This design comes from an exercise in tuning for small area and a short achievable clock period on the open sky130 flow, not from production work. Only simulation tests tie the RTL to the original design; equivalence was not proved. Power is estimated from default activity; no workload was simulated.

onyx:
// calculator
module calculator(
    input logic CLK100MHZ,
    input logic RST,      
    input logic [15:0] SW,
    input logic BTNU,  
    input logic BTND,  
    input logic BTNL,  
    input logic BTNR,  
    input logic BTNC,  
    output logic [7:0] AN,       
    output logic [7:0] out       
    );
    localparam int CUT = 11;    
    localparam int NLO = 16 - CUT;
    logic [2:0]  cnt5;        
    logic [19:0] refresh;     
    logic [2:0]  hist;        
    logic [1:0]  state;       
    logic [3:0]  op;          
    logic [15:0] a_mag;       
    logic        a_neg;
    logic [30:0] r_mag;       
    logic        r_neg;       
    logic        r_div;       
    assign r_div = ~(r_mag[30] | r_mag[29]);
    localparam logic [1:0] IDLE = 2'd0, OPB = 2'd1, RES = 2'd2;
    genvar gi;
    logic [2:0] cnt5_next;
    clock_divider u_cnt (.cnt(cnt5), .cnt_next(cnt5_next));
    logic tick, any_op, press, a_load, calc;
    assign tick   = cnt5[2] & ~refresh[1] & refresh[0];    
    assign any_op = BTNU | BTND | BTNL | BTNR;
    assign press  = tick & ~hist[2] & hist[1];
    assign a_load = press & (state == IDLE) & any_op;
    assign calc   = press & (state == OPB) & BTNC;
    logic [19:0] refresh_next;
    logic [20:0] rfc;
    assign refresh_next[0] = ~refresh[0];
    assign rfc[1] = refresh[0];
    generate
        for (gi = 1; gi < 20; gi++) begin : g_rf
            cl_ha h (.a(refresh[gi]), .b(rfc[gi]), .s(refresh_next[gi]), .co(rfc[gi+1]));
        end
    endgenerate
    logic s;
    assign s = SW[15];
    logic [15:0] b_mag;
  ...
Size in the first run: ~2400 cells after synthesis, about 81 flip-flops, about 39 I/O pins, ~21000 sq um of cells after synthesis.
==> flow/config.mk <==
export PLATFORM = sky130hd
export DESIGN_NAME = calculator
export DESIGN_NICKNAME = calculator
export VERILOG_FILES = /design/flow/design.v
export SDC_FILE = /design/flow/constraint.sdc
export NUM_CORES = 8
export LEC_CHECK = 0
export CAP_MARGIN = 20
export CORE_MARGIN = 2
export CORE_UTILIZATION = 65
export CTS_BUF_LIST = sky130_fd_sc_hd__clkbuf_8
export PLACE_DENSITY = 0.75
export SLEW_MARGIN = 20
export SYNTH_HIERARCHICAL = 1
export SYNTH_MINIMUM_KEEP_SIZE = 0
==> flow/constraint.sdc <==
create_clock -name core_clock -period 160.0 [get_ports {CLK100MHZ}]
set_input_delay 32.0000 -clock core_clock [delete_from_list [all_inputs] [get_ports {CLK100MHZ}]]
set_output_delay 32.0000 -clock core_clock [all_outputs]
set_load 0.01 [all_outputs]
run.sh (not shown) runs the stock make flow with config.mk's settings and CLKGATE_MAP_FILE= SYNTH_SCRIPT=/design/flow/synth_recipe.tcl, a recipe that flattens the netlist after the stock synthesis.
onyx went all the way through synthesis, placement and routing and the layout is clean on timing, DRC and antenna.
--- input diff onyx..maple ---
-- flow/config.mk --
<<< onyx, line 9
export CORE_MARGIN = 2
export CORE_UTILIZATION = 65
export CTS_BUF_LIST = sky130_fd_sc_hd__clkbuf_8
export PLACE_DENSITY = 0.75
export SLEW_MARGIN = 20
>>> maple, line 9
export CORE_MARGIN = 2
export CORE_UTILIZATION = 80
export CTS_BUF_LIST = sky130_fd_sc_hd__clkbuf_8
export PLACE_DENSITY = 0.88
export SLEW_MARGIN = 20
Results
maple | stages: all done | timing, DRC, antenna: all pass
Wire length of the first global-routing pass (maple vs. onyx) increases by more than 10%
The number of nets in the final layout of onyx and that of maple are within noise of each other.
Compared with onyx, maple shows a lower cell count after placement.
Looking at slack of the critical path, maple sits 340 ps lower than onyx does.
Die boundary width shrinks by a little under 10% when moving from onyx to maple.
### maple -> raven
==> flow/flow/run.sh (new file) <==
#!/bin/bash
# Layout flow: the standard flow (standard.sh, standard synthesis
# included), with two changes made through ORFS's own hooks:
#  - the port buffers are sky130_fd_sc_hd__buf_2 cells;
#  - just before detailed placement, a timing repair that only resizes gates
#    (no buffers, no cloning) works on the paths with less than SETUP_TARGET
#    ns of setup slack; detailed placement then legalizes as usual.
# Each tool's output goes to a log file in the folder the flow runs in.
set -euo pipefail
W=$(pwd)
export BUFFER_PORTS_ARGS="-buffer_cell sky130_fd_sc_hd__buf_2"
export PRE_DETAIL_PLACE_TCL="$W/flow/pre_detail_place.tcl"
export SETUP_TARGET="${SETUP_TARGET:-0}"
bash "$W/standard.sh" > "$W/standard_flow.log" 2>&1
==> flow/flow/pre_detail_place.tcl (new file) <==
# Sourced by ORFS's detail_place.tcl after it loads 3_4_place_resized.odb:
# size up gates on the paths with less than SETUP_TARGET ns of setup slack.
source $::env(PLATFORM_DIR)/setRC.tcl
set_dont_use $::env(DONT_USE_CELLS)
estimate_parasitics -placement
puts "own flow: worst setup slack before sizing [worst_slack -max]"
repair_timing -setup -setup_margin $::env(SETUP_TARGET) -skip_buffering \
  -skip_gate_cloning -skip_buffer_removal
puts "own flow: worst setup slack after sizing [worst_slack -max]"
==> flow/standard.sh (new file) <==
#!/bin/bash
# synth_recipe.tcl (not shown) runs the flow's synth.tcl, then flattens the netlist and writes it again
# the make line also repeats each setting of config.mk as NAME=value (left out here)
make -C /OpenROAD-flow-scripts/flow DESIGN_CONFIG=/design/flow/config.mk WORK_HOME=/design/flow/orfs CLKGATE_MAP_FILE= SYNTH_SCRIPT=/design/flow/synth_recipe.tcl "${@:-finish}"
-- flow/config.mk --
<<< maple, line 9
export CORE_MARGIN = 2
export CORE_UTILIZATION = 80
export CTS_BUF_LIST = sky130_fd_sc_hd__clkbuf_8
export PLACE_DENSITY = 0.88
export SLEW_MARGIN = 20
>>> raven, line 9
export CORE_MARGIN = 2
export CORE_UTILIZATION = 65
export CTS_BUF_LIST = sky130_fd_sc_hd__clkbuf_8
export PLACE_DENSITY = 0.75
export SLEW_MARGIN = 20
removed: flow/run.sh
## What came out
Delta (raven minus maple): register-to-register setup slack dropped 110 ps; routed wire length on met3 dropped about 37%; total global routing track utilization dropped 12 points; detailed-route wire length dropped 12%. Compared with maple, raven is the less power-hungry design. raven ends up with a path depth of the worst reg2reg path that is 2 higher than in maple. Between maple and raven, the difference in clock power is negligible. Higher met2 wire length goes to maple over raven.

## afterwards: timing with drivers on the ports
No port has a modelled driver above. Below, the same layouts with a new extraction and two added sets of constraints.
Step 1 assumes that a clkbuf_16 drives the clock port and a buf_2 every other input.
Step 2, shift: input delay + t, output delay - t, t = (earliest + latest rising clock arrival at the registers) / 2. This alone moves slack from input paths to output paths.
a / b / c = ideal / step 1 / step 2; a / b = the first two.
run | shift t [ns] | slack for setup (ns) | hold slack, ns | cell pins on the clock port's net
onyx | 0.427 | 85.181 / 85.160 / 85.160 | 0.450 / 0.450 / 0.450 | 1
maple | 0.442 | 84.841 / 84.819 / 84.819 | 0.474 / 0.474 / 0.474 | 1
raven | 0.444 | 85.842 / 85.822 / 85.822 | 0.466 / 0.466 / 0.466 | 1
After both steps setup and hold are still met in every run listed. For maple, which loses most, drivers alone change the setup slack by -0.022 ns; drivers and shift together by -0.022 ns.
